What follows belongs to an exercise in optimizing a design on an open flow for a short achievable clock period and few clock cycles; a production flow would make more cautious choices. Where RTL was checked, it was by simulation tests only, not by an equivalence proof against the original. For runs 2 and 4, only the layout was checked, not whether the RTL still works. The clock port is modelled as an ideal driver; clocking choices that lean on that would not hold on a real chip. Power figures rest on the tool's default switching activity, not on a simulated workload.

==> design/flow/design.v <==
`timescale 1ns / 1ps
module RV32core(
        input clk,   
        input rst,   
        output[31:0] imem_addr,
        input [31:0] imem_data,
        output[31:0] dmem_addr,
        output[31:0] dmem_wdata,
        output[3:0]  dmem_wstrb,
        input [31:0] dmem_rdata
    );
    localparam BI = 4;               
    localparam NB = 1 << BI;
    localparam HI = 5;               
    localparam NH = 1 << HI;
    localparam LH = 5;               
    localparam NP = 1 << LH;
    localparam RD = 4;               
    localparam T_BR = 2'd0, T_JAL = 2'd1, T_RET = 2'd2, T_IND = 2'd3;
    reg [31:0] pc_f;
    reg        v_d;
    reg [31:0] ir_d, pc_d, ptgt_d, pc4_d;
    reg        pt_d;                 
    reg        bp_d;                 
    reg [13:0] dc_d;                 
    reg        stall_q;              
    reg [HI-1:0] bi_d;               
    reg [31:0] a_e, b_e, sd_e;       
    reg        a_m, b_m, s_m;       
    reg        a_h, b_h;            
    reg [10:0] alu_e;                
    reg [31:0] link_e, alt_e, ctgt_e, jcmp_e, pc_e;
    reg        br_e, jal_e, jalr_e, ret_e, call_e, ld_e, st_e, wen_e, pt_e;
    reg [5:0]  mc_e;                 
    reg        jx_e, jc_e;           
    reg        kill_e;               
    reg [3:0]  cs_e;                 
    reg [2:0]  f3_e;
    reg [4:0]  rd_e;
    reg [HI-1:0] bi_e;
    reg [31:0] res_m, wdata_m;
    reg [3:0]  wstrb_m;
    reg        ld_m, wen_m;
    reg [2:0]  f3_m;
    reg [12:0] ls_m;                 
    reg [31:0] res_nl;               
    reg [4:0]  rd_m;
    reg [31:0] val_w;
    reg        wen_w;
    reg [4:0]  rd_w;
    reg [32*32-1:0] rf;              
    localparam TW = 30 - BI;         
    reg [NB-1:0]    btb_v;
    reg [NB*TW-1:0] btb_tag;
    reg [NB*32-1:0] btb_tgt;
    reg [NB*2-1:0]  btb_typ;
    reg [NH*LH-1:0] dh;              
    reg [NH-1:0]    dp;              
    reg [NH*8-1:0]  lp_tag;
    reg [NH*5-1:0]  lp_trip;         
    reg [NH*5-1:0]  lp_cnt;          
    reg [NH-1:0]    lp_conf;
    reg [NP*2-1:0]  pht;
    reg [RD*32-1:0] ras;
    reg [1:0]    ras_sp;             
    wire [31:0] dr = dmem_rdata;
    wire ld_sx = ls_m[7] & dr[15] | ls_m[8] & dr[31];
    wire ld_sb = ls_m[9] & dr[7] | ls_m[10] & dr[15] | ls_m[11] & dr[23] | ls_m[12] & dr[31];
    wire [31:0] ld_v = {
        {16{ls_m[6]}} & dr[31:16] | {16{ld_sx | ld_sb}},
        {8{ls_m[4]}} & dr[15:8] | {8{ls_m[5]}} & dr[31:24] | {8{ld_sb}},
        {8{ls_m[0]}} & dr[7:0] | {8{ls_m[1]}} & dr[15:8] | {8{ls_m[2]}} & dr[23:16] |
        {8{ls_m[3]}} & dr[31:24]};
    wire [31:0] val_m = ld_v | res_nl;
    reg [31:0] pc_o, res_o;
    assign imem_addr = pc_o;
    reg  [HI-1:0] px_f;
    wire [BI-1:0] bx_f = px_f[BI-1:0];
    wire [HI-1:0] hx_f = px_f[HI-1:0];
    reg  [2-1:0] typ_f;
    always @(*) begin : rd_typ_f
        integer k;
        typ_f = {2{1'b0}};
        for (k = 0; k < NB; k = k + 1)
            typ_f = typ_f | ({2{bx_f == k}} & btb_typ[k*2 +: 2]);
    end
    reg  [1-1:0] bp_f;
    always @(*) begin : rd_bp_f
        integer k;
        bp_f = {1{1'b0}};
        for (k = 0; k < NH; k = k + 1)
            bp_f = bp_f | ({1{hx_f == k}} & dp[k*1 +: 1]);
    end
    reg  [32-1:0] btgt_f;
    always @(*) begin : rd_btgt_f
        integer k;
        btgt_f = {32{1'b0}};
        for (k = 0; k < NB; k = k + 1)
            btgt_f = btgt_f | ({32{bx_f == k}} & btb_tgt[k*32 +: 32]);
    end
    reg taken_f;
    always @(*) begin : tk_f
        integer k;
        taken_f = 1'b0;
        for (k = 0; k < NB; k = k + 1)
            taken_f = taken_f | (bx_f == k) & btb_v[k] & (btb_tag[k*TW +: TW] == pc_f[31:BI+2]) &
                      (btb_typ[k*2 +: 2] != T_BR | (px_f[HI-1] ? dp[NB + k] : dp[k]));
    end
    reg  [32-1:0] ras_top;
    always @(*) begin : rd_ras_top
        integer k;
        ras_top = {32{1'b0}};
        for (k = 0; k < RD; k = k + 1)
            ras_top = ras_top | ({32{ras_sp == k}} & ras[k*32 +: 32]);
    end
    wire [1:0]  ras_up = ras_sp + 2'd1;
    wire [31:0] tgt_f = typ_f == T_RET ? ras_top : btgt_f;
    wire [31:0] pc4_f = pc_f + 32'd4;
    wire [6:0] f_op = imem_data[6:0];
    wire [4:0] f_rd = imem_data[11:7], f_rs1 = imem_data[19:15], f_rs2 = imem_data[24:20];
    wire f_lui   = f_op == 7'b0110111;
    wire f_auipc = f_op == 7'b0010111;
    wire f_jal   = f_op == 7'b1101111;
    wire f_jalr  = f_op == 7'b1100111;
    wire f_br    = f_op == 7'b1100011;
    wire f_ld    = f_op == 7'b0000011;
    wire f_st    = f_op == 7'b0100011;
    wire f_opi   = f_op == 7'b0010011;
    wire f_opr   = f_op == 7'b0110011;
    wire f_use1  = f_opr | f_opi | f_ld | f_st | f_br | f_jalr;
    wire f_use2  = f_opr | f_br | f_st;
    wire [13:0] f_dc = {
        (f_lui | f_auipc | f_jal | f_jalr | f_ld | f_opi | f_opr) && f_rd != 5'd0,
        f_use2, f_use1,
        f_jalr && f_rd == 5'd0 && (f_rs1 == 5'd1 || f_rs1 == 5'd5),
        (f_jal | f_jalr) && (f_rd == 5'd1 || f_rd == 5'd5),
        f_opr, f_opi, f_st, f_ld, f_br, f_jalr, f_jal, f_auipc, f_lui};
    wire [2:0] f3 = ir_d[14:12];
    wire [4:0] rd = ir_d[11:7], rs1 = ir_d[19:15], rs2 = ir_d[24:20];
    wire is_lui   = v_d && dc_d[0];
    wire is_auipc = v_d && dc_d[1];
    wire is_jal   = v_d && dc_d[2];
    wire is_jalr  = v_d && dc_d[3];
    wire is_br    = v_d && dc_d[4];
    wire is_ld    = v_d && dc_d[5];
    wire is_st    = v_d && dc_d[6];
    wire is_opi   = v_d && dc_d[7];
    wire is_op    = v_d && dc_d[8];
    wire is_call  = v_d && dc_d[9];
    wire is_ret   = v_d && dc_d[10];
    wire use1     = v_d && dc_d[11];
    wire use2     = v_d && dc_d[12];
    wire wen_d    = v_d && dc_d[13];
    wire a_rs1   = use1;
    wire b_rs2   = is_op | is_br;
    wire [31:0] imm_i = {{20{ir_d[31]}}, ir_d[31:20]};
    wire [31:0] imm_s = {{20{ir_d[31]}}, ir_d[31:25], ir_d[11:7]};
    wire [31:0] imm_b = {{20{ir_d[31]}}, ir_d[7], ir_d[30:25], ir_d[11:8], 1'b0};
    wire [31:0] imm_u = {ir_d[31:12], 12'b0};
    wire [31:0] imm_j = {{12{ir_d[31]}}, ir_d[19:12], ir_d[20], ir_d[30:21], 1'b0};
    wire [31:0] brt_d  = pc_d + imm_b;
    wire [31:0] jalt_d = pc_d + imm_j;
    reg  [32-1:0] rf1;
    always @(*) begin : rd_rf1
        integer k;
        rf1 = {32{1'b0}};
        for (k = 1; k < 32; k = k + 1)
            rf1 = rf1 | ({32{rs1 == k}} & rf[k*32 +: 32]);
    end
    reg  [32-1:0] rf2;
    always @(*) begin : rd_rf2
        integer k;
        rf2 = {32{1'b0}};
        for (k = 1; k < 32; k = k + 1)
            rf2 = rf2 | ({32{rs2 == k}} & rf[k*32 +: 32]);
    end
    wire [31:0] rv1 = (wen_m && rd_m == rs1) ? val_m : (wen_w && rd_w == rs1) ? val_w : rf1;
    wire [31:0] rv2 = (wen_m && rd_m == rs2) ? val_m : (wen_w && rd_w == rs2) ? val_w : rf2;
    wire stall_d = stall_q;
    wire m1 = wen_e && !kill_e && rd_e == rs1;
    wire m2 = wen_e && !kill_e && rd_e == rs2;
    wire ras_ok = 1'b1;
    wire id_jal  = is_jal && !pt_d;
    wire id_br   = is_br && !pt_d && bp_d;
    wire id_ret  = is_ret && !pt_d && ras_ok;
    wire id_bad  = pt_d && !(is_br | is_jal | is_jalr);
    wire [31:0] id_tgt = id_jal ? jalt_d : id_br ? brt_d : id_ret ? ras_top : pc4_d;
    wire [31:0] A  = {a_h ? res_m[31:16] : a_e[31:16], a_m ? res_m[15:0] : a_e[15:0]};
    wire [31:0] B  = {b_h ? res_m[31:16] : b_e[31:16], b_m ? res_m[15:0] : b_e[15:0]};
    wire [31:0] SD = s_m ? res_m : sd_e;
    wire [31:0] sum  = A + B;
    wire [31:0] diff = A - B;
    wire eq  = A == B;
    wire [30:0] c_lt0 = ~A[30:0] & B[30:0];
    wire [30:0] c_eq0 = ~(A[30:0] ^ B[30:0]);
    wire [15:0] c_lt1, c_eq1;
    wire [7:0]  c_lt2, c_eq2;
    wire [3:0]  c_lt3, c_eq3;
    wire [1:0]  c_lt4, c_eq4;
    genvar g;
    generate
        for (g = 0; g < 15; g = g + 1) begin : cmp1
            assign c_lt1[g] = c_lt0[2*g+1] | c_eq0[2*g+1] & c_lt0[2*g];
            assign c_eq1[g] = c_eq0[2*g+1] & c_eq0[2*g];
        end
        for (g = 0; g < 8; g = g + 1) begin : cmp2
            assign c_lt2[g] = c_lt1[2*g+1] | c_eq1[2*g+1] & c_lt1[2*g];
            assign c_eq2[g] = c_eq1[2*g+1] & c_eq1[2*g];
        end
        for (g = 0; g < 4; g = g + 1) begin : cmp3
            assign c_lt3[g] = c_lt2[2*g+1] | c_eq2[2*g+1] & c_lt2[2*g];
            assign c_eq3[g] = c_eq2[2*g+1] & c_eq2[2*g];
        end
        for (g = 0; g < 2; g = g + 1) begin : cmp4
            assign c_lt4[g] = c_lt3[2*g+1] | c_eq3[2*g+1] & c_lt3[2*g];
            assign c_eq4[g] = c_eq3[2*g+1] & c_eq3[2*g];
        end
    endgenerate
    assign c_lt1[15] = c_lt0[30];
    assign c_eq1[15] = c_eq0[30];
    wire lt_lo = c_lt4[1] | c_eq4[1] & c_lt4[0];
    wire ltu = ~A[31] & B[31] | ~(A[31] ^ B[31]) & lt_lo;
    wire lt  = A[31] & ~B[31] | ~(A[31] ^ B[31]) & lt_lo;
    wire [4:0] sh = B[4:0];
    wire [31:0] r_sll = A << sh;
    wire [31:0] r_srl = A >> sh;
    wire [63:0] r_sra64 = {{32{A[31]}}, A} >> sh;
    wire [31:0] r_sra = r_sra64[31:0];
    wire [31:0] res_e =
        {32{alu_e[0]}}  & sum |
        {32{alu_e[1]}}  & diff[31:0] |
        {32{alu_e[2]}}  & (A & B) |
        {32{alu_e[3]}}  & (A | B) |
        {32{alu_e[4]}}  & (A ^ B) |
        {32{alu_e[5]}}  & r_sll |
        {32{alu_e[6]}}  & r_srl |
        {32{alu_e[7]}}  & r_sra |
        {32{alu_e[8]}}  & {31'd0, lt} |
        {32{alu_e[9]}}  & {31'd0, ltu} |
        {32{alu_e[10]}} & link_e;
    wire eq_ab, lt_ab, ltu_ab, eq_mb, lt_mb, ltu_mb, eq_am, lt_am, ltu_am;
    cmp32 cmp_ab (.x(a_e),   .y(b_e),   .eq(eq_ab), .lt(lt_ab), .ltu(ltu_ab));
    cmp32 cmp_mb (.x(res_m), .y(b_e),   .eq(eq_mb), .lt(lt_mb), .ltu(ltu_mb));
    cmp32 cmp_am (.x(a_e),   .y(res_m), .eq(eq_am), .lt(lt_am), .ltu(ltu_am));
    wire b_eq  = cs_e[0] & eq_ab  | cs_e[1] & eq_mb  | cs_e[2] & eq_am | cs_e[3];
    wire b_lt  = cs_e[0] & lt_ab  | cs_e[1] & lt_mb  | cs_e[2] & lt_am;
    wire b_ltu = cs_e[0] & ltu_ab | cs_e[1] & ltu_mb | cs_e[2] & ltu_am;
    wire j_ne  = a_m ? res_m != jcmp_e : a_e != jcmp_e;
    wire [5:0] mcv = mc_e & {6{~kill_e}};
    wire mis_br = mcv[0] & b_eq | mcv[1] & ~b_eq | mcv[2] & b_lt | mcv[3] & ~b_lt |
                  mcv[4] & b_ltu | mcv[5] & ~b_ltu;
    wire taken_e = mis_br ^ pt_e;
    wire redirect_ex = mis_br | jx_e & ~kill_e | jc_e & ~kill_e & j_ne;
    wire [31:0] jtgt_e = {sum[31:1], 1'b0};
    wire [31:0] tgt_ex = jalr_e ? jtgt_e : alt_e;
    wire redirect_id0 = id_jal | id_br | id_ret | id_bad;
    wire redirect_id = !redirect_ex && !stall_d && redirect_id0;
    wire [31:0] pc_nx = stall_d ? pc_f : redirect_id0 ? id_tgt : taken_f ? tgt_f : pc4_f;
    wire [1:0] la = sum[1:0];
    wire l_w = ld_e & f3_e[1];
    wire l_h = ld_e & ~f3_e[1] & f3_e[0];
    wire l_b = ld_e & ~f3_e[1] & ~f3_e[0];
    wire l_s = ~f3_e[2];
    wire [12:0] ls_e = {
        l_b & l_s & la == 2'd3, l_b & l_s & la == 2'd2, l_b & l_s & la == 2'd1, l_b & l_s & la == 2'd0,
        l_h & l_s & la[1], l_h & l_s & ~la[1],
        l_w,
        l_h & la[1], l_w | l_h & ~la[1],
        l_b & la == 2'd3, l_h & la[1] | l_b & la == 2'd2, l_b & la == 2'd1, l_w | l_h & ~la[1] | l_b & la == 2'd0};
    wire [3:0] strb_e = f3_e[1] ? 4'b1111 :
                        f3_e[0] ? (4'b0011 << sum[1:0]) : (4'b0001 << sum[1:0]);
    wire [31:0] wd_e = f3_e[1] ? SD : f3_e[0] ? {2{SD[15:0]}} : {4{SD[7:0]}};
    assign dmem_addr  = res_o;
    assign dmem_wdata = wdata_m;
    assign dmem_wstrb = wstrb_m;
    always @(posedge clk or posedge rst) begin
        if (rst) begin
            pc_f <= 32'd0;
            v_d <= 1'b0;
            stall_q <= 1'b0;
            pt_d <= 1'b0;
        end else begin
            pc_f <= redirect_ex ? tgt_ex : pc_nx;
            stall_q <= !redirect_ex && !stall_d && !redirect_id0 && is_ld && rd != 5'd0 &&
                       ((f_use1 && f_rs1 == rd) || (f_use2 && f_rs2 == rd));
            if (redirect_ex || redirect_id) begin
                v_d <= 1'b0;
                pt_d <= 1'b0;
            end else if (!stall_d) begin
                v_d <= 1'b1;
                pt_d <= taken_f;
            end
        end
    end
    always @(posedge clk) begin
        if (!stall_d) begin
            ir_d <= imem_data;
            dc_d <= f_dc;
            pc_d <= pc_f;
            pc4_d <= pc4_f;
            ptgt_d <= tgt_f;
            bp_d <= bp_f;
            bi_d <= hx_f;
        end
    end
    wire go_e = !redirect_ex && !stall_d;
    wire pt_n = pt_d | id_br | id_ret;           
    wire [31:0] ptgt_n = pt_d ? ptgt_d : ras_top;
    always @(posedge clk or posedge rst) begin
        if (rst) begin
            kill_e <= 1'b1;
            a_m <= 1'b0; b_m <= 1'b0; s_m <= 1'b0;
            alu_e <= 11'd0;
            br_e <= 1'b0; jal_e <= 1'b0; jalr_e <= 1'b0; ret_e <= 1'b0; call_e <= 1'b0;
            ld_e <= 1'b0; st_e <= 1'b0; wen_e <= 1'b0; pt_e <= 1'b0;
            mc_e <= 6'd0; jx_e <= 1'b0; jc_e <= 1'b0;
            cs_e <= 4'd0;
        end else begin
            kill_e <= !go_e;
            cs_e <= {m1 & m2, ~m1 & m2, m1 & ~m2, ~m1 & ~m2};
            a_m <= a_rs1 && m1;
            b_m <= b_rs2 && m2;
            s_m <= is_st && m2;
            alu_e[0]  <= is_lui | is_auipc | is_ld | is_st |
                         (is_op & f3 == 3'd0 & ~ir_d[30]) | (is_opi & f3 == 3'd0);
            alu_e[1]  <= is_op & f3 == 3'd0 & ir_d[30];
            alu_e[2]  <= (is_op | is_opi) & f3 == 3'd7;
            alu_e[3]  <= (is_op | is_opi) & f3 == 3'd6;
            alu_e[4]  <= (is_op | is_opi) & f3 == 3'd4;
            alu_e[5]  <= (is_op | is_opi) & f3 == 3'd1;
            alu_e[6]  <= (is_op | is_opi) & f3 == 3'd5 & ~ir_d[30];
            alu_e[7]  <= (is_op | is_opi) & f3 == 3'd5 & ir_d[30];
            alu_e[8]  <= (is_op | is_opi) & f3 == 3'd2;
            alu_e[9]  <= (is_op | is_opi) & f3 == 3'd3;
            alu_e[10] <= is_jal | is_jalr;
            br_e <= is_br; jal_e <= is_jal; jalr_e <= is_jalr; ret_e <= is_ret; call_e <= is_call;
            ld_e <= is_ld; st_e <= is_st; wen_e <= wen_d;
            pt_e <= pt_n;
            mc_e <= {is_br & (f3 == (pt_n ? 3'd6 : 3'd7)), is_br & (f3 == (pt_n ? 3'd7 : 3'd6)),
                     is_br & (f3 == (pt_n ? 3'd4 : 3'd5)), is_br & (f3 == (pt_n ? 3'd5 : 3'd4)),
                     is_br & (f3 == (pt_n ? 3'd0 : 3'd1)), is_br & (f3 == (pt_n ? 3'd1 : 3'd0))};
            jx_e <= is_jalr & ~pt_n;
            jc_e <= is_jalr & pt_n;
        end
    end
    always @(posedge clk) begin
        a_h <= !rst && a_rs1 && m1;
        b_h <= !rst && b_rs2 && m2;
        a_e <= is_auipc ? pc_d : is_lui ? 32'd0 : rv1;
        b_e <= b_rs2 ? rv2 : is_st ? imm_s : (is_lui | is_auipc) ? imm_u : imm_i;
        sd_e <= rv2;
        link_e <= pc4_d;
        alt_e <= pt_n ? pc4_d : brt_d;
        ctgt_e <= is_jal ? jalt_d : brt_d;
        jcmp_e <= ptgt_n - imm_i;
        pc_e <= pc_d;
        f3_e <= f3;
        rd_e <= rd;
        bi_e <= bi_d;
    end
    always @(posedge clk or posedge rst) begin
        if (rst) begin
            wstrb_m <= 4'd0;
            ld_m <= 1'b0;
            wen_m <= 1'b0;
        end else begin
            wstrb_m <= (st_e & ~kill_e) ? strb_e : 4'd0;
            ld_m <= ld_e & ~kill_e;
            wen_m <= wen_e & ~kill_e;
        end
    end
    always @(posedge clk) begin
        pc_o <= rst ? 32'd0 : redirect_ex ? tgt_ex : pc_nx;
        px_f <= redirect_ex ? tgt_ex[HI+1:2] : pc_nx[HI+1:2];
        res_o <= rst ? 32'd0 : res_e;
        res_m <= res_e;
        wdata_m <= wd_e;
        f3_m <= f3_e;
        ls_m <= ls_e;
        res_nl <= ld_e ? 32'd0 : res_e;
        rd_m <= rd_e;
    end
    always @(posedge clk or posedge rst) begin
        if (rst) wen_w <= 1'b0;
        else wen_w <= wen_m;
    end
    always @(posedge clk) begin
        val_w <= val_m;
        rd_w <= rd_m;
    end
    always @(posedge clk) begin : wr_rf
        integer k;
        for (k = 1; k < 32; k = k + 1)
            if (wen_w && rd_w == k) rf[k*32 +: 32] <= val_w;
    end
    reg          u_btb, u_br, u_tk, rst_q;
    reg [BI-1:0] u_bx;
    reg [HI-1:0] u_hx;
    reg [7:0]    u_ltag;
    reg [31:BI+2] u_tag;
    reg [31:0]   u_tgt;
    reg [1:0]    u_typ;
    reg [LH-1:0] u_h;
    reg [7:0]    u_otag;
    reg [4:0]    u_cnt, u_trip;
    reg          u_conf;
    always @(posedge clk or posedge rst) begin
        if (rst) begin
            u_btb <= 1'b0; u_br <= 1'b0;
        end else begin
            u_btb <= ~kill_e & (br_e && taken_e || jal_e || jalr_e);
            u_br <= ~kill_e & br_e;
        end
    end
    always @(posedge clk) begin
        rst_q <= rst;
        u_tk <= taken_e;
        u_bx <= pc_e[BI+1:2];
        u_hx <= bi_e;
        u_ltag <= pc_e[HI+9:HI+2];
        u_tag <= pc_e[31:BI+2];
        u_tgt <= jalr_e ? jtgt_e : ctgt_e;
        u_typ <= br_e ? T_BR : jal_e ? T_JAL : ret_e ? T_RET : T_IND;
    end
    wire [LH-1:0] d_h  = u_h;
    reg  [2-1:0] d_c;
    always @(*) begin : rd_d_c
        integer k;
        d_c = {2{1'b0}};
        for (k = 0; k < NP; k = k + 1)
            d_c = d_c | ({2{d_h == k}} & pht[k*2 +: 2]);
    end
    wire [1:0]    d_c1 = u_tk ? (d_c == 2'b11 ? 2'b11 : d_c + 2'd1) :
                                (d_c == 2'b00 ? 2'b00 : d_c - 2'd1);
    wire [LH-1:0] d_h1 = {d_h[LH-2:0], u_tk};
    wire          l_hit  = u_otag == u_ltag;
    wire [4:0]    l_cnt0  = l_hit ? u_cnt : 5'd0;
    wire [4:0]    l_trip0 = l_hit ? u_trip : 5'd0;
    wire          l_conf0 = l_hit & u_conf;
    wire [5:0]    l_run   = {1'b0, l_cnt0} + 6'd1;       
    reg  [4:0]    l_cnt1, l_trip1;
    reg           l_conf1;
    always @(*) begin
        if (u_tk) begin
            if (l_cnt0 == 5'd31) begin
                l_cnt1 = 5'd0; l_trip1 = 5'd0; l_conf1 = 1'b0;
            end else begin
                l_cnt1 = l_cnt0 + 5'd1; l_trip1 = l_trip0; l_conf1 = l_conf0;
            end
        end else begin
            l_cnt1 = 5'd0;
            if (l_run == {1'b0, l_trip0}) begin
                l_trip1 = l_trip0; l_conf1 = 1'b1;
            end else begin
                l_trip1 = l_run[4:0]; l_conf1 = l_run > 6'd3;
            end
        end
    end
    reg  [LH-1:0] e_h;
    always @(*) begin : rd_e_h
        integer k;
        e_h = {LH{1'b0}};
        for (k = 0; k < NH; k = k + 1)
            e_h = e_h | ({LH{bi_e == k}} & dh[k*LH +: LH]);
    end
    reg  [8-1:0] e_otag;
    always @(*) begin : rd_e_otag
        integer k;
        e_otag = {8{1'b0}};
        for (k = 0; k < NH; k = k + 1)
            e_otag = e_otag | ({8{bi_e == k}} & lp_tag[k*8 +: 8]);
    end
    reg  [5-1:0] e_cnt;
    always @(*) begin : rd_e_cnt
        integer k;
        e_cnt = {5{1'b0}};
        for (k = 0; k < NH; k = k + 1)
            e_cnt = e_cnt | ({5{bi_e == k}} & lp_cnt[k*5 +: 5]);
    end
    reg  [5-1:0] e_trip;
    always @(*) begin : rd_e_trip
        integer k;
        e_trip = {5{1'b0}};
        for (k = 0; k < NH; k = k + 1)
            e_trip = e_trip | ({5{bi_e == k}} & lp_trip[k*5 +: 5]);
    end
    reg  [1-1:0] e_conf;
    always @(*) begin : rd_e_conf
        integer k;
        e_conf = {1{1'b0}};
        for (k = 0; k < NH; k = k + 1)
            e_conf = e_conf | ({1{bi_e == k}} & lp_conf[k*1 +: 1]);
    end
    wire          e_same = u_br && u_hx == bi_e;
    always @(posedge clk) begin
        u_h    <= e_same ? d_h1    : e_h;
        u_otag <= e_same ? u_ltag  : e_otag;
        u_cnt  <= e_same ? l_cnt1  : e_cnt;
        u_trip <= e_same ? l_trip1 : e_trip;
        u_conf <= e_same ? l_conf1 : e_conf;
    end
    reg           w_v, w_lc;
    reg [4:0]     w_cnt, w_trip;
    reg [HI-1:0]  w_hx;
    reg [LH-1:0]  w_h1;
    always @(posedge clk or posedge rst) begin
        if (rst) w_v <= 1'b0;
        else w_v <= u_br;
    end
    always @(posedge clk) begin
        w_hx <= u_hx;
        w_h1 <= d_h1;
        w_lc <= l_conf1;
        w_cnt <= l_cnt1;
        w_trip <= l_trip1;
    end
    reg  [2-1:0] w_c;
    always @(*) begin : rd_w_c
        integer k;
        w_c = {2{1'b0}};
        for (k = 0; k < NP; k = k + 1)
            w_c = w_c | ({2{w_h1 == k}} & pht[k*2 +: 2]);
    end
    wire          w_pht = w_c[1];
    wire          w_lp = {1'b0, w_cnt} + 6'd1 < {1'b0, w_trip};
    always @(posedge clk) begin : wr_pred
        integer k;
        if (rst_q) begin
            btb_v <= {NB{1'b0}};
            dh <= {NH*LH{1'b0}};
            dp <= {NH{1'b0}};
            lp_tag <= {NH*8{1'b0}};
            lp_trip <= {NH*5{1'b0}};
            lp_cnt <= {NH*5{1'b0}};
            lp_conf <= {NH{1'b0}};
            pht <= {NP{2'b01}};
            ras <= {RD*32{1'b0}};
            ras_sp <= 2'd0;
        end else begin
            for (k = 0; k < NB; k = k + 1)
                if (u_btb && u_bx == k) btb_v[k] <= 1'b1;
            for (k = 0; k < NP; k = k + 1)
                if (u_br && d_h == k) pht[k*2 +: 2] <= d_c1;
            for (k = 0; k < NH; k = k + 1) begin
                if (u_br && u_hx == k) begin
                    dh[k*LH +: LH] <= d_h1;
                    lp_tag[k*8 +: 8] <= u_ltag;
                    lp_trip[k*5 +: 5] <= l_trip1;
                    lp_cnt[k*5 +: 5] <= l_cnt1;
                    lp_conf[k] <= l_conf1;
                end
                if (w_v && w_hx == k) dp[k] <= w_lc ? w_lp : w_pht;
            end
            if (call_e & ~kill_e) begin
                for (k = 0; k < RD; k = k + 1)
                    if (ras_up == k) ras[k*32 +: 32] <= link_e;
                ras_sp <= ras_sp + 2'd1;
            end else if (ret_e & ~kill_e) begin
                ras_sp <= ras_sp - 2'd1;
            end
        end
    end
    always @(posedge clk) begin : wr_btb
        integer k;
        if (u_btb) begin
            for (k = 0; k < NB; k = k + 1)
                if (u_bx == k) begin
                    btb_tag[k*TW +: TW] <= u_tag;
                    btb_tgt[k*32 +: 32] <= u_tgt;
                    btb_typ[k*2 +: 2] <= u_typ;
                end
        end
    end
endmodule
module cmp32(
        input  [31:0] x,
        input  [31:0] y,
        output eq, lt, ltu
    );
    wire [31:0] e0 = ~(x ^ y);
    wire [31:0] l0 = ~x & y;
    wire [15:0] e1, l1;
    wire [7:0]  e2, l2;
    wire [3:0]  e3, l3;
    wire [1:0]  e4, l4;
    genvar g;
    generate
        for (g = 0; g < 16; g = g + 1) begin : c1
            assign l1[g] = l0[2*g+1] | e0[2*g+1] & l0[2*g];
            assign e1[g] = e0[2*g+1] & e0[2*g];
        end
        for (g = 0; g < 8; g = g + 1) begin : c2
            assign l2[g] = l1[2*g+1] | e1[2*g+1] & l1[2*g];
            assign e2[g] = e1[2*g+1] & e1[2*g];
        end
        for (g = 0; g < 4; g = g + 1) begin : c3
            assign l3[g] = l2[2*g+1] | e2[2*g+1] & l2[2*g];
            assign e3[g] = e2[2*g+1] & e2[2*g];
        end
        for (g = 0; g < 2; g = g + 1) begin : c4
            assign l4[g] = l3[2*g+1] | e3[2*g+1] & l3[2*g];
            assign e4[g] = e3[2*g+1] & e3[2*g];
        end
    endgenerate
    assign eq  = e4[1] & e4[0];
    assign ltu = l4[1] | e4[1] & l4[0];
    assign lt  = (x[31] ^ y[31]) ? x[31] : ltu;
endmodule
==> design/flow/flow/run.sh <==
#!/bin/bash
# Layout: the standard ORFS flow with these changes.
#  * synthesis leaves adders to abc as plain gates (ADDER_MAP_FILE empty)
#    instead of mapping them onto the library's full/half adder cells
#  * timing repair is asked to leave SETUP_SLACK_MARGIN ns of setup slack at
#    the design's clock period, so it works on the real critical paths
#  * before detailed placement, each flip-flop that drives an output port's
#    buffer is moved next to that buffer (flow/pull_outs.tcl)
#  * the port buffers are buf_4 cells (BUFFER_PORTS_ARGS), not delay cells
# Each tool's output is in synth.log and layout.log, and ORFS's logs under orfs/.
set -euo pipefail
MARGIN=${MARGIN:-12.8}
HERE=$(pwd)
bash standard.sh ADDER_MAP_FILE= synth > synth.log 2>&1
bash standard.sh ADDER_MAP_FILE= SETUP_SLACK_MARGIN=$MARGIN \
  BUFFER_PORTS_ARGS="-buffer_cell sky130_fd_sc_hd__buf_4" PRE_DETAIL_PLACE_TCL=$HERE/flow/pull_outs.tcl POST_CTS_TCL=$HERE/flow/post_cts.tcl \
  finish > layout.log 2>&1
==> design/flow/flow/drop_root.tcl <==
set block [ord::get_db_block]
set clknet [[$block findBTerm clk] getNet]
set loads {}
foreach it [$clknet getITerms] { if {[$it isInputSignal]} { lappend loads $it } }
if {[llength $loads] == 1} {
  set root [[lindex $loads 0] getInst]
  set onet ""
  foreach it [$root getITerms] { if {[$it isOutputSignal]} { set onet [$it getNet] } }
  set sinks {}
  if {$onet ne ""} {
    foreach it [$onet getITerms] { if {[$it isInputSignal]} { lappend sinks $it } }
  }
  if {$onet ne "" && [llength $sinks] > 0 && [llength $sinks] <= 4 && [string match "*clkbuf*" [[$root getMaster] getName]]} {
    foreach it $sinks { $it disconnect; $it connect $clknet }
    foreach it [$root getITerms] { $it disconnect }
    odb::dbInst_destroy $root
    odb::dbNet_destroy $onet
    puts "drop_root: [llength $sinks] clock buffers now driven by the clock port"
  } else {
    puts "drop_root: root buffer kept ([llength $sinks] loads)"
  }
} else {
  puts "drop_root: clock port drives [llength $loads] pins; nothing done"
}
==> design/flow/flow/post_cts.tcl <==
# After clock tree synthesis: drop the tree's root buffer (flow/drop_root.tcl),
# then one more round of timing repair with the final clock tree, and
# legalize again.
source [file join [file dirname [info script]] drop_root.tcl]
estimate_parasitics -placement
repair_timing -setup -setup_margin $::env(SETUP_SLACK_MARGIN) -repair_tns 100 -max_passes 40 -verbose
detailed_placement
check_placement -verbose
estimate_parasitics -placement
report_worst_slack -max
==> design/flow/flow/pull_outs.tcl <==
# Pull each flip-flop that drives an output port's buffer next to that buffer,
# so the flop's Q net is short; detailed placement then legalizes.
set block [ord::get_db_block]
set moved 0
foreach bterm [$block getBTerms] {
  if {[$bterm getIoType] ne "OUTPUT"} { continue }
  set net [$bterm getNet]
  if {$net eq "NULL"} { continue }
  set buf ""
  foreach it [$net getITerms] { if {[$it isOutputSignal]} { set buf [$it getInst] } }
  if {$buf eq ""} { continue }
  set n2 ""
  foreach it [$buf getITerms] { if {[$it isInputSignal]} { set n2 [$it getNet] } }
  if {$n2 eq "" || $n2 eq "NULL"} { continue }
  if {[llength [$n2 getITerms]] != 2} { continue }
  set ff ""
  foreach it [$n2 getITerms] { if {[$it isOutputSignal]} { set ff [$it getInst] } }
  if {$ff eq ""} { continue }
  if {![string match "*df*" [[$ff getMaster] getName]]} { continue }
  set loc [$buf getLocation]
  $ff setLocation [lindex $loc 0] [lindex $loc 1]
  incr moved
}
puts "pull_outs: moved $moved flip-flops next to their output buffers"
==> design/flow/standard.sh <==
#!/bin/bash
# synth_recipe.tcl (not shown) runs the flow's synth.tcl, then flattens the netlist and writes it again
# the make line also repeats each setting of config.mk as NAME=value (left out here)
make -C /OpenROAD-flow-scripts/flow DESIGN_CONFIG=/design/flow/config.mk WORK_HOME=/design/flow/orfs CLKGATE_MAP_FILE= SYNTH_SCRIPT=/design/flow/synth_recipe.tcl "${@:-finish}"
==> design/flow/config.mk <==
export PLATFORM = sky130hd
export DESIGN_NAME = RV32core
export DESIGN_NICKNAME = RV32core
export VERILOG_FILES = /design/flow/design.v
export SDC_FILE = /design/flow/constraint.sdc
export NUM_CORES = 8
export LEC_CHECK = 0
export ABC_CLOCK_PERIOD_IN_PS = 100
export CAP_MARGIN = 40
export CORE_MARGIN = 2
export CORE_UTILIZATION = 55
export SLEW_MARGIN = 40
==> design/flow/constraint.sdc <==
create_clock -name core_clock -period 17.0 [get_ports {clk}]
set_input_delay 3.4000 -clock core_clock [delete_from_list [all_inputs] [get_ports {clk}]]
set_output_delay 3.4000 -clock core_clock [all_outputs]
set_load 0.01 [all_outputs]
==> impl_metrics.py, run 1 <==
metrics = {
    "outcome": {
        "status": "complete, no violations",
    },
    "logic_synthesis": {
        "synth.top_cell.area_share_pct": 38.2,
        "yosys-top-cells-area": "edfxtp_1 38%, dfxtp_1 20%, nand2_1 5.3%",
        "ys_seq_area_share_pct": 59.2,
        "async_flop_share_pct": 2.11,
        "syn-cell-area_um2": 164000,
        "synth_xor_area_share_pct": 4.52,
        "syn_inst": 15300,
        "yosys-top-cells-count": "2301 x nand2_1, 2090 x edfxtp_1, 1614 x dfxtp_1",
        "yosys.area_share.simple_pct": 12.6,
        "synth_most_common_cell": "nand2_1",
        "ys.flop_type": "edfxtp_1",
        "synth-edff-count": 2090,
        "synthAdderAreaFrac_pct": 0.512,
        "synth_compound_area_share_pct": 17.5,
        "synth_top_area_cell": "edfxtp_1",
        "synth_cell_types": 117,
        "yosysWarnings": 1,
        "synth_seq_cells": 3784,
        "syn_area_per_cell_um2": 10.7,
        "synth_top_family_by_area": "compound AO/OA/AOI/OAI gates",
        "synth_nets": 15300,
        "synthMuxAreaShare_pct": 2.53,
    },
    "pwr": {
        "p_leak_nw": 64.3,
        "pwr-share-seq_pct": 43.6,
        "power_density_nw_per_um2": 141,
        "switchingPower_w": 0.00941,
        "power_w": 0.0271,
        "intPower_w": 0.0177,
        "ir_drop_mv": 0.118,
        "clockPowerShare_pct": 33.0,
        "pwr-share-comb_pct": 23.3,
        "swShare_pct": 34.8,
    },
    "global_routing": {
        "grt_use_total_pct": 51.6,
        "grt_max_degree": 139,
        "antenna_found_initial": 78,
        "grt_pass1_vias": 135000,
        "grt_pass1_wl_mm": 1080,
        "grt_overflow": 0,
    },
    "route": {
        "drt-initial-drc-count": 30800,
        "dr.pass1.iters": 22,
        "drt-total-wl_mm": 809,
        "ant_nets": 0,
        "drc": 0,
        "viasPerCell": 7.43,
        "wl_per_cell_um": 40.9,
        "num_vias": 147000,
    },
    "timing": {
        "setup_viol_count_final": 0,
        "rsz0062_at_grt": "yes",
        "final.setup.tns_ns": 0,
        "slew_viol_final": 0,
        "hold_violations": 0,
        "tightest_slew_ns": 1.08,
        "period_share_pct": 27.4,
        "min_period_ns": 4.65,
        "slew_headroom_pct": 27.8,
        "fin_skew_ns": 0.0938,
        "fmax_ghz": 0.215,
    },
    "placement": {
        "dp_cells": 18700,
        "hpwl_mm": 509,
        "gp_congestion": 1.06,
        "port_buffers": 165,
        "dpl-instance-area_um2": 172000,
    },
    "floorplanning": {
        "core_um2": 297000,
        "pin_count": 166,
        "dieArea_um2": 303000,
        "start_util_pct": 55.3,
        "fp.dieW_um": 550,
        "die_y_um": 550,
        "rows": 200,
    },
    "worst_setup_path": {
        "cp.arrival_ns": 1.25,
        "slowest_delay_ns": 0.34,
        "worstPathCellList": "buf_12",
        "start_kind": "register",
        "endpoint_kind": "output port",
        "critPathKind": "register to output port",
        "worstPathRequired_ns": 13.60,
        "crit_family": "flip-flops",
        "path_buf_inv": 1,
        "path_max_fanout": 1,
        "crit_slowest_cell": "dfxtp_2",
    },
    "clock_tree": {
        "cts_tree": "built",
        "path_clk_slew_ns": 0.07,
        "clock-sinks": 3784,
        "insertion_delay_ns": 0.74,
    },
    "flow_run": {
        "drv_cap": 0,
    },
    "final_layout": {
        "syn2layout_area_growth_pct": 17.2,
        "drive_gt1_share_pct": 17.4,
        "final_net_count": 15500,
        "fin_area_um2": 192000,
        "instances_no_fill": 19800,
    },
    "min_path": {
        "hp-class": "register to register",
    },
}
[worst paths after layout]
path | startpoint | end | slack, ns | depth (start not counted)
hold reg to reg | pc_e[25]$_DFF_P_ | u_tag[25]$_DFF_P_ | 0.28 | 0
setup / recovery | pc_o[18]$_SDFF_PP0_ | imem_addr[18] | 12.35 | 1
hold / removal | pc_e[25]$_DFF_P_ | u_tag[25]$_DFF_P_ | 0.28 | 0
max in group asynchronous | rst | pc_f[15]$_DFF_PP0_ | 13.59 | 3
min in group asynchronous | rst | v_d$_DFFE_PP0P_ | 2.77 | 2
setup reg to reg | ir_d[22]$_DFFE_PN_ | b_e[7]$_DFF_P_ | 12.54 | 12
[cell usage in the layout (no fill, tap or decap), drive strengths merged, types with 147 or more instances in the layout]
| cell | Yosys | layout |
|---|---|---|
| a21oi | 1349 | 1349 |
| a221oi | 492 | 492 |
| a22o | 470 | 470 |
| a22oi | 684 | 684 |
| buf | 192 | 933 |
| clkbuf | 1007 | 493 |
| clkinv | 1 | 147 |
| dfxtp | 1614 | 1614 |
| edfxtp | 2090 | 2090 |
| inv | 137 | 150 |
| mux2i | 199 | 200 |
| nand2 | 2302 | 2302 |
| nand3 | 238 | 238 |
| nand4 | 381 | 381 |
| nor2 | 1084 | 1085 |
| nor3 | 183 | 183 |
| o21ai | 367 | 368 |
| xnor2 | 642 | 642 |
| xor2 | 202 | 202 |
[power groups by stage]
stage / Clock, W / Combinational, W / Sequential [W]
after floorplan: 0 / 0.00301 / 0.0111
after global placement: 0 / 0.00531 / 0.0119
after detailed placement: 0 / 0.00541 / 0.0119
after global routing: 0.00925 / 0.00634 / 0.0118
final: 0.00894 / 0.00632 / 0.0118
[per-stage QoR]
stage	util (%)	hold slack, ns	setup WS, ns
2_1_floorplan	-	0.310	11.95
3_3_place_gp	57.6	0.310	11.00
3_5_place_dp	57.8	0.312	10.83
5_1_grt	64.8	0.290	12.31
6_report	64.8	0.277	12.35
[cells by family (layout without fill, tap and decap cells)]
kind of cell             Yosys count  count (layout)
multiplexers                     352             353
XOR/XNOR                         845             845
AO/OA/AOI/OAI                   4165            4166
AND/OR/NAND/NOR                 4713            4714
flip-flops                      3784            3784
other                              0              90
buffers and inverters           1337            1793
adder cells (fa/ha/maj)           83              83
[layout make-up]
type	instances	area (um2)
Multi-Input combinational cell	10200	66600
Clock inverter	225	2880
Tap cell	3939	4930
Antenna cell	90	225
Inverter	138	568
Timing Repair inverter	1	11.3
Clock buffer	484	10500
Timing Repair Buffer	945	9280
Sequential cell	3784	97400
Fill cell	22300	104000
[metal layers]
layer / up-vias / part of all wire (%) / GRT usage (%)
li1: 57100 / - / -
met1: 70800 / 34 / 65.7
met2: 15000 / 38 / 68.5
met3: 3976 / 18 / 24.7
met4: 44 / 9.0 / 35.4
met5: - / 0.059 / 0.422
[state kept, by name, summed over array words and instances (netlist names), 64 cells and up]
name and count:
pht 64, btb_tgt 512, dh 160, lp_tag 256, ras 128, lp_trip 160, lp_cnt 160, rf 992
btb_tag 416
Testbench counts, summed over its fixed seeds: cycles 329,746.
==> run 2, diff against run 1 <==
--- a/design/flow/design.v
+++ b/design/flow/design.v
@@ -10,7 +10,7 @@
         input [31:0] dmem_rdata
     );
-    localparam BI = 4;               
+    localparam BI = 5;               
     localparam NB = 1 << BI;
-    localparam HI = 5;               
+    localparam HI = 6;               
     localparam NH = 1 << HI;
     localparam LH = 5;               
--- a/design/flow/flow/run.sh
+++ b/design/flow/flow/run.sh
@@ -10,5 +10,5 @@
 # Each tool's output is in synth.log and layout.log, and ORFS's logs under orfs/.
 set -euo pipefail
-MARGIN=${MARGIN:-12.8}
+MARGIN=${MARGIN:-13.1}
 HERE=$(pwd)
 bash standard.sh ADDER_MAP_FILE= synth > synth.log 2>&1
--- a/design/flow/config.mk
+++ b/design/flow/config.mk
@@ -7,6 +7,6 @@
 export LEC_CHECK = 0
 export ABC_CLOCK_PERIOD_IN_PS = 100
-export CAP_MARGIN = 40
+export CAP_MARGIN = 20
 export CORE_MARGIN = 2
-export CORE_UTILIZATION = 55
-export SLEW_MARGIN = 40
+export CORE_UTILIZATION = 30
+export SLEW_MARGIN = 20
==> run 2 against run 1 <==
  * Routed wire length is 46% higher
  * Total power is 50% higher
  * First-iteration DRC count up 27%
  * Cell count rose by 68%
  * Worst hold slack improved by 0.047 ns
  * Utilization is 28 points lower
  * Fmax down 4.0%
  * Largest cell class unchanged
  * Largest power group unchanged
==> impl_metrics.py, run 2 <==
metrics = {
    "worst_setup_path": {
        "path_buf_inv": 1,
        "worstPathCellList": "buf_6",
        "critPathKind": "register to output port",
        "crit_slowest_cell": "dfrtp_1",
        "slowest_delay_ns": 0.39,
        "worstPathRequired_ns": 13.60,
        "crit_start": "wstrb_m[3]$_DFF_PP0_",
        "timing.rr.start": "v_d$_DFFE_PP0P_",
        "endpoint_kind": "output port",
        "crit_family": "flip-flops",
        "path_max_fanout": 1,
        "start_kind": "register",
        "cp.arrival_ns": 1.45,
    },
    "global_routing": {
        "grt_use_total_pct": 28.4,
        "grt_pass1_wl_mm": 1570,
        "antenna_found_initial": 118,
        "grt_pass1_vias": 187000,
        "grt_max_degree": 108,
        "grt_overflow": 0,
    },
    "logic_synthesis": {
        "syn_inst": 21700,
        "synth_most_common_cell": "nand2_1",
        "ys_seq_area_share_pct": 60.6,
        "syn-cell-area_um2": 233000,
        "async_flop_share_pct": 1.45,
        "synth.top_cell.area_share_pct": 38.8,
        "ys.flop_type": "edfxtp_1",
        "synth_cell_types": 109,
        "yosysWarnings": 1,
        "synth_nets": 21800,
        "syn_area_per_cell_um2": 10.8,
        "yosys-top-cells-area": "edfxtp_1 39%, dfxtp_1 21%, nand2_1 5.5%",
        "yosys-top-cells-count": "3428 x nand2_1, 3019 x edfxtp_1, 2434 x dfxtp_1",
        "synth_top_area_cell": "edfxtp_1",
        "synth_seq_cells": 5533,
        "synth-edff-count": 3019,
    },
    "final_layout": {
        "final_common_cell": "nand2_1",
        "final_cell_mix": "3303 x nand2_1, 3019 x edfxtp_1, 2180 x dfxtp_1",
        "fin_util_pct": 37.0,
        "largest-register": "btb_tgt",
        "largest_reg_flops": 1024,
        "syn2layout_area_growth_pct": 23.0,
        "largestRegisters": "btb_tgt (1024), rf (992), btb_tag (800)",
        "final_net_count": 22300,
        "drive_gt1_share_pct": 19.4,
    },
    "floorplanning": {
        "fp.dieW_um": 886,
        "core_um2": 777000,
        "dieArea_um2": 785000,
        "pin_count": 166,
        "die_y_um": 886,
        "rows": 324,
        "start_util_pct": 30.0,
    },
    "route": {
        "num_vias": 205000,
        "drt-initial-drc-count": 39200,
        "ant_nets": 0,
        "drc": 0,
        "viasPerCell": 6.18,
        "drt-total-wl_mm": 1180,
        "dr.pass1.iters": 14,
        "wl_per_cell_um": 35.5,
    },
    "placement": {
        "port_buffers": 165,
        "hpwl_mm": 690,
        "gp_congestion": 0.999,
    },
    "flow_run": {
        "drv_cap": 0,
    },
    "timing": {
        "hold_violations": 0,
        "setup_viol_count_final": 0,
        "period_share_pct": 28.5,
        "fin_skew_ns": 0.161,
        "tightest_slew_ns": 1.47,
        "final.setup.tns_ns": 0,
        "fmax_ghz": 0.206,
        "min_period_ns": 4.85,
        "slew_viol_final": 0,
        "rsz0062_at_grt": "yes",
        "slew_headroom_pct": 2.09,
    },
    "clock_tree": {
        "path_clk_slew_ns": 0.07,
        "clock-sinks": 5533,
        "cts_tree": "built",
        "insertion_delay_ns": 0.93,
    },
    "pwr": {
        "p_leak_nw": 95.4,
        "ir_drop_mv": 0.137,
        "power_density_nw_per_um2": 141,
    },
    "min_path": {
        "hp-class": "register to register",
        "hold_start": "pc_e[8]$_DFF_P_",
    },
    "outcome": {
        "status": "complete, no violations",
    },
}
## run 2: through the flow
step / std cells / hold slack [ns] / power (W) / setup slack [ns] / cell area, um2
detailed placement: 31100 / 0.312 / 0.0244 / 10.24 / 249000
finish: 33200 / 0.325 / 0.0406 / 12.15 / 287000
global route: 33200 / 0.327 / 0.0411 / 12.13 / 287000
global placement: 31100 / 0.310 / 0.0244 / 10.59 / 248000
floorplan: 21700 / 0.310 / 0.0201 / 12.03 / 234000
## run 2: area by class of cell
class                      instances  area (um2)
fill                           75000      490000
sequential                      5533      142000
multi-input combinational      14300       94300
timing repair buffer            1659       16900
clock buffer                     810       16400
tap                            10300       12800
clock inverter                   277        3400
antenna                          244         611
inverter                         147         606
timing repair inverter             1        11.3
## run 2: logic make-up (layout without fill, tap and decap cells)
group | count (synthesis) | in the layout | share of synthesized area [%]
AND/OR/NAND/NOR | 6907 | 6909 | 12.7
AO/OA/AOI/OAI | 5656 | 5656 | 16.5
adder cells (fa/ha/maj) | 79 | 79 | 0.340
XOR/XNOR | 1245 | 1245 | 4.68
buffers and inverters | 1868 | 2894 | 3.08
flip-flops | 5533 | 5533 | 60.6
multiplexers | 418 | 418 | 2.11
other | 0 | 244 | 0
## run 2: power breakdown
group	switching (W)	internal (W)	total (W)
Sequential	0.00153	0.0154	0.0169
Clock	0.00582	0.00755	0.0134
Combinational	0.00677	0.00348	0.0103
## run 2: routing by layer
layer  up-vias  global-route usage, %  wire [um]
li1      81300                      -          -
met1    100000                   35.2     411000
met2     18700                   40.4     480000
met3      5100                   10.5     181000
met4        78                   20.5     108000
met5         -                  0.267        989
## run 2: final timing paths
kind	endpoint	slack, ns	cells past startpoint
min reg2reg	u_tag[8]$_DFF_P_	0.32	0
min in group asynchronous	pc_f[5]$_DFF_PP0_	2.60	2
max reg2reg	pc_o[30]$_SDFF_PP0_	12.32	12
min	u_tag[8]$_DFF_P_	0.32	0
max	dmem_wstrb[3]	12.15	1
max in group asynchronous	u_br$_DFF_PP0_	13.59	3
## run 2: worst reg2reg max path, stage by stage (launching register included)
cell,delay (ns)
dfrtp_1,0.38
buf_4,0.20
nand2_1,0.30
clkinvlp_4,0.48
nand2_4,0.48
buf_4,0.38
nand2_1,0.24
buf_6,0.24
nor2_1,0.41
a221o_1,0.23
a31o_2,0.13
nor4_4,0.05
a311oi_4,0.84
==> run 3, diff against run 2 <==
--- a/design/flow/design.v
+++ b/design/flow/design.v
@@ -10,7 +10,7 @@
         input [31:0] dmem_rdata
     );
-    localparam BI = 5;               
+    localparam BI = 4;               
     localparam NB = 1 << BI;
-    localparam HI = 6;               
+    localparam HI = 5;               
     localparam NH = 1 << HI;
     localparam LH = 5;               
==> run 3 against run 2 <==
  * Still clean on timing, DRC and antenna
  * First-iteration DRC count down 35%
  * Total power down 33%
  * Routed wire length down 34%
  * Synthesized cell count down 30%
  * Synthesized area down 30%
  * Die area down 30%
  * Critical path depth unchanged
  * Register-to-register slack better by 0.38 ns
  * Clock skew down 0.038 ns
  * Via count down 31%
  * Combinational power down 35%
  * Sequential share of layout area down 0.99 points
  * Critical endpoint is now dmem_wstrb[0]
==> impl_metrics.py, run 3 <==
metrics = {
    "outcome": {
        "status": "complete, no violations",
    },
    "clock_tree": {
        "clock-sinks": 3784,
        "cts_tree": "built",
        "insertion_delay_ns": 0.81,
        "path_clk_slew_ns": 0.06,
    },
    "global_routing": {
        "met3_usage_pct": 8.40,
        "grt_overflow": 0,
        "grt_max_degree": 220,
        "antenna_found_initial": 64,
        "grt_pass1_wl_mm": 1060,
        "grt_use_total_pct": 26.9,
        "busiest_layer": "met2",
        "grtUsageMet2_pct": 38.9,
        "grt.met1_usage_pct": 34.2,
        "grt_pass1_vias": 130000,
    },
    "logic_synthesis": {
        "synth_nets": 15300,
        "synth_most_common_cell": "nand2_1",
        "synth_top_area_cell": "edfxtp_1",
        "syn_inst": 15300,
        "yosys-top-cells-count": "2301 x nand2_1, 2090 x edfxtp_1, 1614 x dfxtp_1",
        "ys_seq_area_share_pct": 59.2,
        "async_flop_share_pct": 2.11,
        "synth_cell_types": 117,
        "synth.top_cell.area_share_pct": 38.2,
        "ys.flop_type": "edfxtp_1",
        "syn_area_per_cell_um2": 10.7,
        "synth_seq_cells": 3784,
        "yosys-top-cells-area": "edfxtp_1 38%, dfxtp_1 20%, nand2_1 5.3%",
        "syn-cell-area_um2": 164000,
        "yosysWarnings": 1,
        "synth-edff-count": 2090,
    },
    "route": {
        "num_vias": 141000,
        "drt-initial-drc-count": 25400,
        "viasPerCell": 6.06,
        "drt-total-wl_mm": 784,
        "dr.pass1.iters": 14,
        "wl_per_cell_um": 33.6,
        "ant_nets": 0,
        "drc": 0,
    },
    "floorplanning": {
        "start_util_pct": 30.1,
        "fp.dieW_um": 744,
        "dieArea_um2": 553000,
        "pin_count": 166,
        "die_y_um": 744,
        "rows": 271,
        "core_um2": 545000,
    },
    "worst_setup_path": {
        "endpoint_kind": "output port",
        "slowest_delay_ns": 0.39,
        "critPathKind": "register to output port",
        "path_max_fanout": 1,
        "path_buf_inv": 1,
        "crit_slowest_cell": "dfrtp_1",
        "worstPathCellList": "buf_6",
        "start_kind": "register",
        "cp.arrival_ns": 1.21,
        "crit_family": "flip-flops",
        "worstPathRequired_ns": 13.60,
    },
    "min_path": {
        "hp-class": "register to register",
    },
    "timing": {
        "slew_headroom_pct": 12.5,
        "hold_violations": 0,
        "min_period_ns": 4.61,
        "setup_viol_count_final": 0,
        "rsz0062_at_grt": "yes",
        "slew_viol_final": 0,
        "fin_skew_ns": 0.123,
        "final.setup.tns_ns": 0,
        "fmax_ghz": 0.217,
        "period_share_pct": 27.1,
        "tightest_slew_ns": 1.31,
    },
    "final_layout": {
        "final_net_count": 15700,
        "drive_gt1_share_pct": 19.8,
        "largest-register": "rf",
        "largestRegisters": "rf (992), btb_tgt (512), btb_tag (416)",
        "largest_reg_flops": 992,
        "final_cell_mix": "2197 x nand2_1, 2090 x edfxtp_1, 1410 x dfxtp_1",
        "instances_no_fill": 23300,
        "final_common_cell": "nand2_1",
        "syn2layout_area_growth_pct": 22.5,
    },
    "pwr": {
        "power_w": 0.0273,
        "power_density_nw_per_um2": 136,
        "p_leak_nw": 66.2,
        "ir_drop_mv": 0.117,
    },
    "placement": {
        "dp_cells": 21900,
        "hpwl_mm": 468,
        "port_buffers": 165,
        "gp_congestion": 0.995,
    },
    "flow_run": {
        "drv_cap": 0,
    },
}
==> run 3: changes by cell type after synthesis, sizes merged, moves of 341 or more <==
cell    change
xor2      -741
dfxtp     -820
xnor2     +341
nor2      -708
edfxtp    -929
a21oi     -772
clkbuf    -460
nand2    -1126
==> run 3: logic make-up (layout without fill, tap and decap cells) <==
logic type	count (synthesis)	count (layout)	synth area share, %
flops	3784	3784	59.2
other cells	0	112	0
buf+inv	1337	2033	3.18
xor+xnor	845	845	4.52
compound gates	4165	4165	17.5
mux	352	352	2.53
simple gates	4713	4715	12.6
fa+ha+maj	83	83	0.512
==> run 3: metrics by stage <==
step	utilization (%)	hold slack [ns]	setup slack, ns	area, um2
final	36.9	0.294	12.39	201000
after global routing	36.9	0.324	12.36	201000
after detailed placement	32.1	0.312	9.93	175000
after global placement	32.1	0.310	11.01	175000
after floorplan	-	0.310	11.95	164000
==> run 3: layer usage <==
metal / up-vias / part of all wire, % / wire length [um]
met2: 11500 / 41 / 322000
met5: - / 0.068 / 531
met1: 69200 / 37 / 287000
li1: 57600 / - / -
met3: 3000 / 13 / 105000
met4: 36 / 8.7 / 68600
==> run 3: final timing paths <==
check | from | to | slack (ns) | cells after the start
setup reg to reg | a_m$_DFF_PP0_ | pc_o[27]$_SDFF_PP0_ | 12.70 | 16
setup / recovery | wstrb_m[0]$_DFF_PP0_ | dmem_wstrb[0] | 12.39 | 1
hold reg to reg | pc_e[7]$_DFF_P_ | u_tag[7]$_DFF_P_ | 0.29 | 0
max in group asynchronous | rst | pc_f[25]$_DFF_PP0_ | 13.44 | 5
min in group asynchronous | rst | jalr_e$_DFF_PP0_ | 2.81 | 3
hold / removal | pc_e[7]$_DFF_P_ | u_tag[7]$_DFF_P_ | 0.29 | 0
==> run 3: cell type report <==
type | instances | area [um2]
Tap cell | 7234 | 9050
Sequential cell | 3784 | 97400
Clock buffer | 541 | 11100
Multi-Input combinational cell | 10200 | 68600
Fill cell | 52700 | 344000
Inverter | 138 | 552
Clock inverter | 199 | 2180
Antenna cell | 112 | 280
Timing Repair Buffer | 1155 | 11900
==> run 3: power by group <==
part           internal, W  leakage (nW)  switching, W
sequential          0.0106          33.6       0.00115
clock              0.00506          6.48       0.00387
combinational      0.00228          26.1       0.00440
total               0.0179          66.2       0.00941
Testbench counts of run 3, summed over its fixed seeds: cycles 329,746.
==> run 4, diff against run 3 <==
--- a/design/flow/design.v
+++ b/design/flow/design.v
@@ -175,6 +175,8 @@
             rf2 = rf2 | ({32{rs2 == k}} & rf[k*32 +: 32]);
     end
-    wire [31:0] rv1 = (wen_m && rd_m == rs1) ? val_m : (wen_w && rd_w == rs1) ? val_w : rf1;
-    wire [31:0] rv2 = (wen_m && rd_m == rs2) ? val_m : (wen_w && rd_w == rs2) ? val_w : rf2;
+    wire fm1 = wen_m && rd_m == rs1, fm2 = wen_m && rd_m == rs2;
+    wire [31:0] rv1 = fm1 ? res_nl : (wen_w && rd_w == rs1) ? val_w : rf1;
+    wire [31:0] rv2 = fm2 ? res_nl : (wen_w && rd_w == rs2) ? val_w : rf2;
+    wire ld1 = fm1 && ld_m, ld2 = fm2 && ld_m;
     wire stall_d = stall_q;
     wire m1 = wen_e && !kill_e && rd_e == rs1;
@@ -347,7 +349,7 @@
         a_h <= !rst && a_rs1 && m1;
         b_h <= !rst && b_rs2 && m2;
-        a_e <= is_auipc ? pc_d : is_lui ? 32'd0 : rv1;
-        b_e <= b_rs2 ? rv2 : is_st ? imm_s : (is_lui | is_auipc) ? imm_u : imm_i;
-        sd_e <= rv2;
+        a_e <= (a_rs1 && ld1) ? ld_v : is_auipc ? pc_d : is_lui ? 32'd0 : rv1;
+        b_e <= (b_rs2 && ld2) ? ld_v : b_rs2 ? rv2 : is_st ? imm_s : (is_lui | is_auipc) ? imm_u : imm_i;
+        sd_e <= ld2 ? ld_v : rv2;
         link_e <= pc4_d;
         alt_e <= pt_n ? pc4_d : brt_d;
==> run 4 against run 3 <==
  * Synthesized area is 0.93% higher
  * Count of clock-buffer cells in the layout is 18 higher
  * Sequential share of layout area is 0.33 points lower
  * Non-clock buffer count is 13 higher
  * Sequential cell count is 1 higher
  * Clock power is 0.7% higher
  * Clock skew is 0.015 ns higher
  * Synthesized cell count is 2.0% higher
  * The layout now fails its checks (antenna rules)
  * Routed wire length is 2.5% higher
  * Via count is 3.0% higher
  * Utilization hardly changed
  * Largest cell class unchanged
  * First-iteration DRC count is 11% higher
==> impl_metrics.py, run 4 <==
metrics = {
    "outcome": {
        "status": "finished with violations",
        "violations": "antenna rules",
    },
    "pwr": {
        "p_leak_nw": 66.6,
        "ir_drop_mv": 0.128,
        "power_density_nw_per_um2": 135,
    },
    "logic_synthesis": {
        "yosys-top-cells-count": "2223 x nand2_1, 2090 x edfxtp_1, 1614 x dfxtp_1",
        "synth-edff-count": 2090,
        "yosys-top-cells-area": "edfxtp_1 38%, dfxtp_1 20%, nand2_1 5.0%",
        "ys.flop_type": "edfxtp_1",
        "ys_seq_area_share_pct": 58.6,
        "synth_seq_cells": 3785,
        "synth_most_common_cell": "nand2_1",
        "synth_cell_types": 106,
        "syn_inst": 15600,
        "async_flop_share_pct": 2.14,
        "synth_nets": 15700,
        "syn_area_per_cell_um2": 10.6,
        "synth.top_cell.area_share_pct": 37.9,
        "yosysWarnings": 1,
        "syn-cell-area_um2": 166000,
        "synth_top_area_cell": "edfxtp_1",
    },
    "timing": {
        "fin_skew_ns": 0.137,
        "tightest_slew_ns": 1.41,
        "setup_ws_ns": 12.34,
        "setup_viol_count_final": 0,
        "period_share_pct": 27.4,
        "slew_viol_final": 0,
        "rsz0062_at_grt": "yes",
        "slew_headroom_pct": 5.91,
        "fmax_ghz": 0.215,
        "min_period_ns": 4.66,
        "final.setup.tns_ns": 0,
        "hold_violations": 0,
    },
    "worst_setup_path": {
        "worstPathCellList": "buf_6",
        "slowest_delay_ns": 0.33,
        "worstPathRequired_ns": 13.60,
        "endpoint_kind": "output port",
        "cp.arrival_ns": 1.26,
        "start_kind": "register",
        "path_buf_inv": 1,
        "crit_slowest_cell": "dfxtp_2",
        "crit_family": "flip-flops",
        "critPathKind": "register to output port",
        "path_max_fanout": 1,
    },
    "route": {
        "drt-initial-drc-count": 28100,
        "num_vias": 146000,
        "dr.pass1.iters": 14,
        "drc": 0,
        "ant_nets": 1,
        "viasPerCell": 6.17,
        "drt-total-wl_mm": 803,
        "wl_per_cell_um": 34.0,
    },
    "floorplanning": {
        "dieArea_um2": 558000,
        "fp.dieW_um": 747,
        "core_um2": 549000,
        "pin_count": 166,
        "rows": 272,
        "start_util_pct": 30.2,
        "die_y_um": 747,
    },
    "global_routing": {
        "grt_pass1_wl_mm": 1090,
        "antenna_found_initial": 74,
        "grt_max_degree": 247,
        "grt_use_total_pct": 27.1,
        "grt_pass1_vias": 133000,
        "grt_overflow": 0,
    },
    "placement": {
        "gp_congestion": 1.02,
        "hpwl_mm": 482,
        "port_buffers": 165,
        "pre_cts_slack_ns": 10.65,
    },
    "final_layout": {
        "final_cell_mix": "2203 x nand2_1, 2090 x edfxtp_1, 1408 x dfxtp_1",
        "syn2layout_area_growth_pct": 22.3,
        "drive_gt1_share_pct": 18.9,
        "final_common_cell": "nand2_1",
        "largest_reg_flops": 992,
        "largestRegisters": "rf (992), btb_tgt (512), btb_tag (416)",
        "final_net_count": 16000,
        "largest-register": "rf",
    },
    "flow_run": {
        "drv_cap": 0,
    },
    "clock_tree": {
        "cts_tree": "built",
        "clock-sinks": 3785,
        "path_clk_slew_ns": 0.06,
        "insertion_delay_ns": 0.82,
    },
    "min_path": {
        "hp-class": "register to register",
    },
}
## run 4: where the power goes
group / leakage [nW] / internal, W / switching (W)
clock network: 6.53 / 0.00504 / 0.00394
registers: 33.6 / 0.0106 / 0.00106
logic: 26.5 / 0.00225 / 0.00456
total: 66.6 / 0.0179 / 0.00957
## run 4: metrics by stage
stage | area, um2 | total power, W | hold slack (ns) | instances | util [%]
floorplan | 166000 | 0.0141 | 0.310 | 15600 | -
global placement | 177000 | 0.0172 | 0.310 | 22300 | 32.2
detailed placement | 177000 | 0.0172 | 0.312 | 22300 | 32.2
global route | 202000 | 0.0279 | 0.297 | 23600 | 36.8
finish | 202000 | 0.0274 | 0.269 | 23600 | 36.9
## run 4: logic make-up after synthesis
kind of cell	share of synthesized area, %
and+or+nand+nor	13.1
AOI/OAI and AO/OA	17.6
DFF	58.6
buffers and inverters	3.21
xor gates and xnor gates	4.46
muxes	2.56
adders and majority gates	0.453
## run 4: final timing paths
| path | startpoint | endpoint | slack (ns) | cells after the start |
|---|---|---|---|---|
| worst max-delay path | pc_o[25]$_SDFF_PP0_ | imem_addr[25] | 12.34 | 1 |
| worst min-delay path | pc_e[27]$_DFF_P_ | u_tag[27]$_DFF_P_ | 0.27 | 0 |
| worst max register to register | b_e[8]$_DFF_P_ | pc_o[24]$_SDFF_PP0_ | 12.66 | 14 |
| worst min register to register | pc_e[27]$_DFF_P_ | u_tag[27]$_DFF_P_ | 0.27 | 0 |
| max in group asynchronous | rst | cs_e[0]$_DFF_PP0_ | 13.35 | 3 |
| min in group asynchronous | rst | ld_m$_DFF_PP0_ | 2.86 | 3 |
## run 4: final cells by class
type                            count  area [um2]
Inverter                          134         549
Antenna cell                       90         225
Clock inverter                    179        2140
Timing Repair Buffer             1168       11900
Clock buffer                      559       11200
Timing Repair inverter              3        33.8
Fill cell                       53400      347000
Sequential cell                  3785       97500
Tap cell                         7261        9080
Multi-Input combinational cell  10400       69800
## run 4: routing by layer
layer | part of all wire [%] | GRT usage, % | vias to the layer above
met5 | 0.040 | 0 | -
met3 | 15 | 9.19 | 2964
met1 | 37 | 35.5 | 71500
li1 | - | - | 58800
met2 | 41 | 38.7 | 12400
met4 | 7.6 | 16.2 | 54

## port drivers added, routing unchanged
In the flow no input, the clock included, has a driving cell. The finished layouts below were timed again as built, in two steps.
Step 1 assumes that a clkbuf_16 drives the clock port and a buf_2 every other input.
Step 2 moves the port delays by t, midway between the first and last clock arrival at a register: inputs arrive t later, outputs are due t later. That takes back most of the time a late clock gives input paths.
Slacks: ideal ports / drivers / drivers and shift; pairs: ideal ports / drivers.
run | t, ns | setup slack, ns | worst setup path after step 2 | worst data-port slew with drivers (ns)
run 1 | 0.909 | 12.350 / 12.132 / 11.641 | input to register | 0.26
run 2 | 1.127 | 12.155 / 11.886 / 11.742 | input to register | 0.34
run 3 | 0.984 | 12.386 / 12.149 / 11.672 | input to register | 0.21
run 4 | 0.978 | 12.341 / 12.113 / 11.627 | input to register | 0.25
